From an optimization exercise on the open Yosys and OpenROAD flow, aimed at small area and a short achievable clock period; shortcuts taken in it are not production practice. Where RTL was checked, it was by simulation tests only, not by an equivalence proof against the original. Power and IR drop assume default switching activity.

oak:
## moving_avg_top
module moving_avg_top #(
    parameter FILTER_TYPE =  0,     
    parameter WIDTH       = 16,
    parameter N           = 16,
    parameter SHIFT       =  4,
    parameter DO_ROUND    =  0,
    parameter K           =  3
)(
    input                     clk,
    input                     rst_n,
    input                     in_valid,
    input  signed [WIDTH-1:0] in_sample,
    output                    out_valid,
    output signed [WIDTH-1:0] out_sample
);
    wire                     out_valid_w;
    wire signed [WIDTH-1:0]  out_sample_w;
    generate
        if (FILTER_TYPE == 0) begin : gen_win_buffer
            moving_avg_filter #(
                .WIDTH (WIDTH),
                .N     (N)
            ) u_filter (
                .clk        (clk),
                .rst_n      (rst_n),
                .in_valid   (in_valid),
                .in_sample  (in_sample),
                .out_valid  (out_valid_w),
                .out_sample (out_sample_w)
            );
        end else begin : gen_default
            moving_avg_filter #(
                .WIDTH (WIDTH),
                .N     (N)
  ...
export LEC_CHECK = 0
export CAP_MARGIN = 20
export CORE_MARGIN = 2
export CORE_UTILIZATION = 40
export CTS_BUF_LIST = sky130_fd_sc_hd__clkbuf_16
export CTS_CLUSTER_DIAMETER = 100
export CTS_CLUSTER_SIZE = 24
export SETUP_SLACK_MARGIN = 2.8
export SLEW_MARGIN = 20
export SYNTH_HIERARCHICAL = 1
create_clock -name core_clock -period 4.8 [get_ports {clk}]
standard.sh (not shown) runs the stock make flow with config.mk's settings and CLKGATE_MAP_FILE= SYNTH_SCRIPT=/design/flow/synth_recipe.tcl, a recipe that flattens the netlist after the stock synthesis.
==> flow/flow/run.sh <==
#!/bin/bash
# The standard layout (standard.sh, unchanged synthesis), except that the
# port buffers that global placement inserts are plain buf_2 cells instead of
# the delay buffers buffer_ports picks by default.
set -euo pipefail
export BUFFER_PORTS_ARGS="-buffer_cell sky130_fd_sc_hd__buf_2"
bash standard.sh > flow_make.log 2>&1
Looking at the reports, oak completed the entire flow and the layout it produced met the timing, DRC and antenna checks.
Input changes introduced in pine (baseline for comparison: oak):
- SETUP_SLACK_MARGIN: 2.8 -> 2.6
### Flow results
- pine against oak; placed cell area is down by a few percent.
- Between oak and pine, the difference in clock tree buffer count of the final layout is negligible.
- Re share of power burned in combinational logic: oak and pine aren't equal, and the higher value belongs to oak.
- [compare] base=oak new=pine: clock power share went up by 2.1 points; finished layout cell area moved down; met1 capacity usage during global routing went up; met3 capacity usage during global routing about even.
- Compared with oak, pine shows maximum frequency that has gone down by a little under 10%.
- Looking at final cell count across oak and pine, the one that comes out lower is pine.
- Looking at data required time of the critical path across oak and pine, the one that comes out lower is oak.
### pine -> birch
- a change of SETUP_SLACK_MARGIN from 2.6 to 2.7
==> comparison <==
[compare] base=pine new=birch: wire length of the first global-routing pass now sits lower, sequential power flat, cell count +5. Total length of routed wires was lower in birch than in pine. Comparing pine with birch, the worst-margin pin slew came out essentially unchanged. In the tables for pine and birch, final worst-path cycle share reads higher with pine. Compared with pine, birch shows post-placement cell area higher by about 1%. Cmp birch vs pine: hold slack higher in birch. Maximum vdd ir drop | birch above pine.
The inputs of maple differ from those of birch as listed below.
==> flow/flow/run.sh <==
#!/bin/bash
# The standard layout (standard.sh, unchanged synthesis), except that the
# port buffers that global placement inserts are plain buf_4 cells instead of
# the delay buffers buffer_ports picks by default.
set -euo pipefail
export BUFFER_PORTS_ARGS="-buffer_cell sky130_fd_sc_hd__buf_4"
bash standard.sh > flow_make.log 2>&1
--- outcome ---
birch ended up with gen_win_buffer.u_filter.sum[6]$_DFF_P_ as its start point of the critical path; maple ended up with gen_win_buffer.u_filter.sum[8]$_DFF_P_.
For maple, the endpoint of the worst setup timing path was out_sample[4], unlike birch, where it was out_sample[2].
When the final numbers for maple and birch were put side by side, the wire length of the first global-routing pass turned out to be greater in maple.
Summary of maple over birch: layout-stage area growth over the synthesis result moved up; relative contribution of combinational cells to total power moved up; setup slack moved up.
Inputs modified between maple and cedar:
- SETUP_SLACK_MARGIN changed from 2.7 to 2.5
==> flow/flow/run.sh <==
#!/bin/bash
# The standard layout (standard.sh, unchanged synthesis), except that the
# port buffers that global placement inserts are plain buf_2 cells instead of
# the delay buffers buffer_ports picks by default.
set -euo pipefail
export BUFFER_PORTS_ARGS="-buffer_cell sky130_fd_sc_hd__buf_2"
bash standard.sh > flow_make.log 2>&1
Findings:
cedar reached the final stage; the timing, DRC and antenna checks on its layout passed.
Diff maple -> cedar | wire length on met3 | increase of 17%
maple vs cedar, slowest stage cell on the critical path: sky130_fd_sc_hd__dfxtp_1 vs sky130_fd_sc_hd__xnor2_1
cedar against maple: non-clock buffering overhead in the final layout saw a decrease, part of the total power dissipated in combinational logic fell by 2.5 points, routed wire length went down about 3%, peak clock frequency supported by timing moved down.

========
lane 1:
moving_avg_top, a different RTL version from the one above (not shown whole).
Size in the first run: about 600 cells after synthesis, ~36 I/O pins.
Settings: LEC_CHECK=0, CAP_MARGIN=20, CORE_MARGIN=2, CORE_UTILIZATION=40, SETUP_SLACK_MARGIN=2.5, SLEW_MARGIN=20; clock period 4.8 ns.
run.sh (not shown) runs the stock make flow with config.mk's settings and CLKGATE_MAP_FILE= SYNTH_SCRIPT=/design/flow/synth_recipe.tcl, a recipe that flattens the netlist after the stock synthesis.
Stock flow here: none of the scripts above is used.
Modified inputs, lane 2 compared to lane 1
Settings: CTS_BUF_LIST: unset -> sky130_fd_sc_hd__clkbuf_16; CTS_CLUSTER_SIZE: unset -> 24; CTS_CLUSTER_DIAMETER: unset -> 100; SETUP_SLACK_MARGIN: 2.5 -> 2.8.
Non-filler instance count after layout, lane 1 and lane 2, lower one = lane 2.
Summary of lane 2 over lane 1: proportion of cell area occupied by registers now larger; placed standard-cell area closely matched the old numbers.
On power consumed by sequential cells, lane 1 and lane 2 are basically level.
Lane 2 improves on lane 1 in worst slack at placement.
No functional check of the RTL was part of any run of this note.

========
Starting RTL as in the previous note.
## moving_avg_top
module moving_avg_top #(
    parameter FILTER_TYPE =  0,     
    parameter WIDTH       = 16,
    parameter N           = 16,
    parameter SHIFT       =  4,
    parameter DO_ROUND    =  0,
    parameter K           =  3
)(
    input                     clk,
    input                     rst_n,
    input                     in_valid,
    input  signed [WIDTH-1:0] in_sample,
    output                    out_valid,
    output signed [WIDTH-1:0] out_sample
);
Settings: LEC_CHECK=0, ABC_CLOCK_PERIOD_IN_PS=1500, CAP_MARGIN=20, CORE_MARGIN=2, CORE_UTILIZATION=40, SETUP_SLACK_MARGIN=2.8, SLEW_MARGIN=20; clock period 4.8 ns.
Next try:
==> flow/flow/run.sh (new file) <==
#!/bin/bash
# Standard ORFS layout, with Yosys's full/half-adder cell extraction turned
# off (ADDER_MAP_FILE empty) so ABC maps the adders for speed itself.
set -euo pipefail
export ADDER_MAP_FILE=
bash standard.sh > flow_make.log 2>&1
==> flow/standard.sh (new file) <==
#!/bin/bash
# synth_recipe.tcl (not shown) runs the flow's synth.tcl, then flattens the netlist and writes it again
# the make line also repeats each setting of config.mk as NAME=value (left out here)
make -C /OpenROAD-flow-scripts/flow DESIGN_CONFIG=/design/flow/config.mk WORK_HOME=/design/flow/orfs CLKGATE_MAP_FILE= SYNTH_SCRIPT=/design/flow/synth_recipe.tcl "${@:-finish}"
ABC_CLOCK_PERIOD_IN_PS = 1000   (was 1500)
removed: flow/run.sh
The new run passed the timing, DRC and antenna checks.
Worst setup slack gets worse by 0.22 ns.
Die area is about the same.
Cell area grows by 1.2%.
Wire length increases by 13%.
Core utilization is higher by 0.61 points.
First-iteration DRC count rises by about 90%.
Synthesized area stays flat.
Next try:
==> flow/run.sh (new file) <==
#!/bin/bash
# synth_recipe.tcl (not shown) runs the flow's synth.tcl, then flattens the netlist and writes it again
# the make line also repeats each setting of config.mk as NAME=value (left out here)
make -C /OpenROAD-flow-scripts/flow DESIGN_CONFIG=/design/flow/config.mk WORK_HOME=/design/flow/orfs CLKGATE_MAP_FILE= SYNTH_SCRIPT=/design/flow/synth_recipe.tcl finish
ABC_CLOCK_PERIOD_IN_PS = not set   (was 1000)
removed: flow/flow/run.sh
removed: flow/standard.sh
Setup slack improved by 0.22 ns.
Worst hold slack improved by 0.0097 ns.
Sequential share of layout area rises by 0.66 points.
Wire length falls by 12%.
Via count falls by 9.2%.
Die area stays flat.
Next try:
SETUP_SLACK_MARGIN = not set   (was 2.8)
Effect:
- The new run ran to the end with no violations
- cell area goes down by 6.3%
- worst setup slack degrades by 0.63 ns
- wire length shrinks by 6.1%
- combinational power went down by 39%
Next try:
==> flow/flow/run.sh (new file) <==
#!/bin/bash
# Standard ORFS layout, with Yosys's full/half-adder cell extraction turned
# off (ADDER_MAP_FILE empty) so ABC maps the adders for speed itself.
set -euo pipefail
export ADDER_MAP_FILE=
bash standard.sh > flow_make.log 2>&1
==> flow/standard.sh (new file) <==
#!/bin/bash
# synth_recipe.tcl (not shown) runs the flow's synth.tcl, then flattens the netlist and writes it again
# the make line also repeats each setting of config.mk as NAME=value (left out here)
make -C /OpenROAD-flow-scripts/flow DESIGN_CONFIG=/design/flow/config.mk WORK_HOME=/design/flow/orfs CLKGATE_MAP_FILE= SYNTH_SCRIPT=/design/flow/synth_recipe.tcl "${@:-finish}"
SETUP_SLACK_MARGIN = 2.8   (was not set)
removed: flow/run.sh
=> Sequential share of layout area drops by 4.9 points. Die area barely changes. Total power climbs by 19%. Utilization climbs by 3.7 points. Cell area climbs by 8.0%. Sequential cell count stays the same. Synthesized area is about the same. Synthesized cell count climbs by 1.8%. Non-clock buffer count climbs by 75. Hold slack gets worse by 0.0080 ns. Maximum frequency climbs by 13%.
No run of this note included a check of the RTL's function; only the layout flow was run.

========
The RTL this note starts from:
==> flow/design.v <==
module mavg_pre_u #(parameter W = 20) (
	input  [W-1:0] a,
	input  [W-1:0] b,
	output [W-1:0] u
);
	assign u = ~(a ^ b);
endmodule
module mavg_pre_v #(parameter W = 20) (
	input  [W-1:0] a,
	input  [W-1:0] b,
	output [W-1:0] v
);
	assign v = a & ~b;
endmodule
module mavg_merge_s #(parameter W = 20) (
	input  [W-1:0] u,
	input  [W-1:0] c,
	output [W-1:0] sn
);
	assign sn = ~(u ^ c);
endmodule
module mavg_merge_k #(parameter W = 20) (
	input  [W-1:0] u,
	input  [W-1:0] v,
	input  [W-1:0] c,
	output [W-1:0] kn
);
	assign kn = {~(v[W-2:0] | (u[W-2:0] & c[W-2:0])), 1'b0};
endmodule
module mavg_prop #(parameter W = 20) (
	input  [W-1:0] sn,
	input  [W-1:0] kn,
	output [W-1:0] p
);
	assign p = sn ^ kn;
endmodule
module mavg_tprop #(parameter W = 20) (
	input  [W-1:0] sn,
	input  [W-1:0] kn,
	output [W-1:0] t
);
	assign t = ~(sn & kn);
endmodule
module mavg_gen #(parameter W = 20) (
	input  [W-1:0] sn,
	input  [W-1:0] kn,
	output [W-1:0] g
);
	assign g = ~(sn | kn);
endmodule
module mavg_ks #(parameter W = 20, parameter L = 1) (
	input  [W-1:0] gi,
	input  [W-1:0] pi,
	output [W-1:0] go,
	output [W-1:0] po
);
	localparam D = 1 << (L - 1);
	localparam IN_INV = ((L - 1) % 2) == 1;
	genvar j;
	generate
		for (j = 0; j < W; j = j + 1) begin : b
			if (j < D) begin : pass
				assign go[j] = gi[j];
				assign po[j] = pi[j];
			end else begin : op
				localparam K = j - D;
				localparam K_INV = (K < D) ? (K == 1 || (K >= 4 && K < 8) || K >= 16) : IN_INV;
				wire gk_t = K_INV ? ~gi[K] : gi[K];
				if (!IN_INV) begin : t2i
					assign go[j] = ~(gi[j] | (pi[j] & gk_t));
					assign po[j] = ~(pi[j] & pi[K]);
				end else begin : i2t
					assign go[j] = ~(gi[j] & (pi[j] | ~gk_t));
					assign po[j] = ~(pi[j] | pi[K]);
				end
			end
		end
	endgenerate
endmodule
module mavg_sum_n #(parameter W = 20) (
	input  [W-1:0] p,
	input  [W-1:0] c,
	output [W-1:0] sn
);
	assign sn[0] = ~p[0];
	genvar j;
	generate
		for (j = 1; j < W; j = j + 1) begin : b
			if (j - 1 == 1 || (j - 1 >= 4 && j - 1 < 8) || j - 1 >= 16) begin : cinv
				assign sn[j] = p[j] ^ c[j-1];
			end else begin : ctrue
				assign sn[j] = ~(p[j] ^ c[j-1]);
			end
		end
	endgenerate
endmodule
module mavg_hold #(parameter W = 20) (
	input  [W-1:0] an,
	input  [W-1:0] bn,
	input          en,
	output [W-1:0] y
);
	assign y = ~(en ? an : bn);
endmodule
module moving_avg_filter #(
	parameter WIDTH = 16,
	parameter N     = 16
)(
	input                         clk,
	input                         rst_n,
	input                         in_valid,
	input      signed [WIDTH-1:0] in_sample,
	output reg                    out_valid,
	output     signed [WIDTH-1:0] out_sample
);
	localparam SHIFT = 4;
	localparam W = WIDTH + SHIFT;
	reg [WIDTH-1:0] window [0:N-2];
	reg [WIDTH-1:0] oldest;   
	reg [SHIFT-1:0] count;    
	reg             full;     
	reg [W-1:0]     sum;
	wire fills = full | (&count);   
	wire [W-1:0] b = {{SHIFT{oldest[WIDTH-1]}}, oldest};
	wire [W-1:0] c = {{SHIFT{in_sample[WIDTH-1]}}, in_sample};
	wire [W-1:0] next_sum_n, sum_n;
	wire [W-1:0] t0;
	wire [W-1:0] u, v, sn, kn, g0, p0, gn1, pn1, g2, p2, gn3, pn3, g4, p4, gn5, pn5, next_sum;
	mavg_pre_u             u_pru (.a(sum), .b(b), .u(u));
	mavg_pre_v             u_prv (.a(sum), .b(b), .v(v));
	mavg_merge_s           u_mgs (.u(u), .c(c), .sn(sn));
	mavg_merge_k           u_mgk (.u(u), .v(v), .c(c), .kn(kn));
	mavg_prop              u_prp (.sn(sn), .kn(kn), .p(p0));
	mavg_gen               u_gen (.sn(sn), .kn(kn), .g(g0));
	mavg_tprop             u_tpr (.sn(sn), .kn(kn), .t(t0));
	mavg_ks      #(.L(1))  u_ks1 (.gi(g0),  .pi(t0),  .go(gn1), .po(pn1));
	mavg_ks      #(.L(2))  u_ks2 (.gi(gn1), .pi(pn1), .go(g2),  .po(p2));
	mavg_ks      #(.L(3))  u_ks3 (.gi(g2),  .pi(p2),  .go(gn3), .po(pn3));
	mavg_ks      #(.L(4))  u_ks4 (.gi(gn3), .pi(pn3), .go(g4),  .po(p4));
	mavg_ks      #(.L(5))  u_ks5 (.gi(g4),  .pi(p4),  .go(gn5), .po(pn5));
	mavg_sum_n             u_sum (.p(p0), .c(gn5), .sn(next_sum_n));
	mavg_hold              u_hld (.an(next_sum_n), .bn(sum_n), .en(sum_en), .y(next_sum));
	assign sum_n = ~(sum & {W{rst_n}});
	wire   sum_en = in_valid & rst_n;
	integer i;
	always @(posedge clk) begin
		sum <= next_sum;
		if (!rst_n)
			oldest <= {WIDTH{1'b0}};
		else if (in_valid)
			oldest <= fills ? window[N-2] : {WIDTH{1'b0}};
		if (in_valid) begin
			window[0] <= in_sample;
			for (i = 1; i < N-1; i = i + 1)
				window[i] <= window[i-1];
		end
	end
	always @(posedge clk or negedge rst_n) begin
		if (!rst_n) begin
			count     <= {SHIFT{1'b0}};
			full      <= 1'b0;
			out_valid <= 1'b0;
		end else begin
			out_valid <= 1'b0;
			if (in_valid) begin
				count     <= count + 1'b1;
				if (&count) full <= 1'b1;
				out_valid <= fills;
			end
		end
	end
	assign out_sample = sum[W-1:SHIFT];
endmodule
module moving_avg_top #(
    parameter FILTER_TYPE =  0,     
    parameter WIDTH       = 16,
    parameter N           = 16,
    parameter SHIFT       =  4,
    parameter DO_ROUND    =  0,
    parameter K           =  3
)(
    input                     clk,
    input                     rst_n,
    input                     in_valid,
    input  signed [WIDTH-1:0] in_sample,
    output                    out_valid,
    output signed [WIDTH-1:0] out_sample
);
    wire                     out_valid_w;
    wire signed [WIDTH-1:0]  out_sample_w;
    generate
        if (FILTER_TYPE == 0) begin : gen_win_buffer
            moving_avg_filter #(
                .WIDTH (WIDTH),
                .N     (N)
            ) u_filter (
                .clk        (clk),
                .rst_n      (rst_n),
                .in_valid   (in_valid),
                .in_sample  (in_sample),
                .out_valid  (out_valid_w),
                .out_sample (out_sample_w)
            );
        end else begin : gen_default
            moving_avg_filter #(
                .WIDTH (WIDTH),
                .N     (N)
            ) u_filter (
                .clk        (clk),
                .rst_n      (rst_n),
                .in_valid   (in_valid),
                .in_sample  (in_sample),
                .out_valid  (out_valid_w),
                .out_sample (out_sample_w)
            );
        end
    endgenerate
    assign out_valid  = out_valid_w;
    assign out_sample = out_sample_w;
endmodule
clock: 4.8 ns
lec_check: 0
cap_margin: 20
core_margin: 2
core_utilization: 40
cts_buf_list: sky130_fd_sc_hd__clkbuf_16
cts_cluster_diameter: 100
cts_cluster_size: 24
setup_slack_margin: 3.0
slew_margin: 20
synth_hierarchical: 1
standard.sh (not shown) runs the stock make flow with config.mk's settings and CLKGATE_MAP_FILE= SYNTH_SCRIPT=/design/flow/synth_recipe.tcl, a recipe that flattens the netlist after the stock synthesis.
==> flow/flow/run.sh <==
#!/bin/bash
# The standard layout (standard.sh, unchanged synthesis), except that the
# port buffers that global placement inserts are plain buf_2 cells instead of
# the delay buffers buffer_ports picks by default.
set -euo pipefail
export BUFFER_PORTS_ARGS="-buffer_cell sky130_fd_sc_hd__buf_2"
bash standard.sh > flow_make.log 2>&1
Change:
SETUP_SLACK_MARGIN = 2.8   (was 3.0)
The new run finished with timing, DRC and antenna clean; non-clock buffer count goes down by 18; die area stays the same; clock-buffer cell count does not change.
Change:
PLACE_DENSITY = 0.8   (was not set)
SETUP_SLACK_MARGIN = 2.2   (was 2.8)
After rerunning:
- The new run went through all stages and came out clean
- count of clock-buffer cells in the layout does not change
- hold slack improved by 14 ps
- power came out lower by 15%
- die area stays the same
Change:
PLACE_DENSITY = not set   (was 0.8)
SETUP_SLACK_MARGIN = 2.3   (was 2.2)
Die area stays the same.
Clock power hardly moves.
Area after synthesis is unchanged.
Final cell count stays flat.
Combinational power stays flat.
Register-to-register slack is better by 70 ps.
Critical path depth is unchanged.
Worst setup slack is better by 67 ps.
Change:
SETUP_SLACK_MARGIN = 2.4   (was 2.3)
Result:
- maximum frequency came out higher slightly
- final cell count is unchanged
- area after synthesis stays the same
- critical path depth stays the same
- die area stays the same
- total power increases slightly
- design area is higher slightly
- clock power hardly moves
- count of clock-buffer cells in the layout does not change
- core utilization came out higher by 0.37 points
- via count came out higher slightly
Change:
SETUP_SLACK_MARGIN = 2.6   (was 2.4)
=> Hold slack barely changes. Synthesized area does not change. Sequential share of layout area drops by 2.8 points. Final cell count rises by about 0.4%. Die area is unchanged. Setup slack improved by 130 ps.

-- what the ideal ports hide --
Ports are ideal in the flow. The routed layouts listed here were re-timed in OpenROAD. Step 1 assumes that a clkbuf_16 drives the clock port and a buf_2 every other input. Step 2 also shifts input and output timing later by t, the mid clock arrival at the registers, as if the neighbouring blocks saw the same clock. Slacks: ideal / step 1 / step 2; pairs: ideal / step 1.
| run | shift t [ns] | setup slack, ns | hold WS [ns] | worst setup path after step 2 | worst register clock-pin slew, ns |
|---|---|---|---|---|---|
| oak | 0.528 | 2.779 / 2.732 / 2.326 | 0.417 / 0.415 / 0.417 | input to register | 0.10 / 0.10 |
| pine | 0.528 | 2.606 / 2.627 / 2.099 | 0.411 / 0.397 / 0.411 | input to register | 0.10 / 0.10 |
| birch | 0.523 | 2.736 / 2.693 / 2.215 | 0.415 / 0.396 / 0.418 | input to register | 0.10 / 0.10 |
| maple | 0.526 | 2.740 / 2.695 / 2.249 | 0.383 / 0.368 / 0.412 | input to register | 0.10 / 0.10 |
| cedar | 0.522 | 2.591 / 2.614 / 2.092 | 0.407 / 0.407 / 0.407 | input to register | 0.10 / 0.10 |
| lane 1 | 0.577 | 1.750 / 1.750 / 1.213 | 0.412 / 0.412 / 0.412 | input to register | 0.06 / 0.06 |
| lane 2 | 0.535 | 1.798 / 1.804 / 1.283 | 0.421 / 0.421 / 0.421 | input to register | 0.09 / 0.09 |
| the first run of note 3 | 0.574 | 1.818 / 1.829 / 1.261 | 0.415 / 0.415 / 0.415 | input to register | 0.06 / 0.06 |
| the second run of note 3 | 0.575 | 1.594 / 1.599 / 1.039 | 0.405 / 0.405 / 0.405 | input to register | 0.07 / 0.07 |
| the third run of note 3 | 0.574 | 1.818 / 1.829 / 1.261 | 0.415 / 0.415 / 0.415 | input to register | 0.06 / 0.06 |
| the fourth run of note 3 | 0.577 | 1.183 / 1.203 / 0.626 | 0.413 / 0.413 / 0.413 | input to register | 0.07 / 0.07 |
| the fifth run of note 3 | 0.575 | 1.594 / 1.599 / 1.039 | 0.405 / 0.405 / 0.405 | input to register | 0.07 / 0.07 |
| the first run of note 4 | 0.530 | 2.766 / 2.766 / 2.259 | 0.386 / 0.378 / 0.417 | input to register | 0.10 / 0.10 |
| the second run of note 4 | 0.538 | 2.731 / 2.686 / 2.239 | 0.394 / 0.375 / 0.413 | input to register | 0.10 / 0.10 |
| the third run of note 4 | 0.520 | 2.400 / 2.400 / 1.959 | 0.408 / 0.408 / 0.408 | input to register | 0.09 / 0.09 |
| the fourth run of note 4 | 0.522 | 2.468 / 2.468 / 1.973 | 0.418 / 0.418 / 0.418 | input to register | 0.09 / 0.09 |
| the fifth run of note 4 | 0.522 | 2.505 / 2.505 / 2.031 | 0.418 / 0.418 / 0.418 | input to register | 0.09 / 0.09 |
| the sixth run of note 4 | 0.519 | 2.632 / 2.623 / 2.140 | 0.416 / 0.416 / 0.416 | input to register | 0.10 / 0.10 |
After both steps every run listed still meets setup and hold.
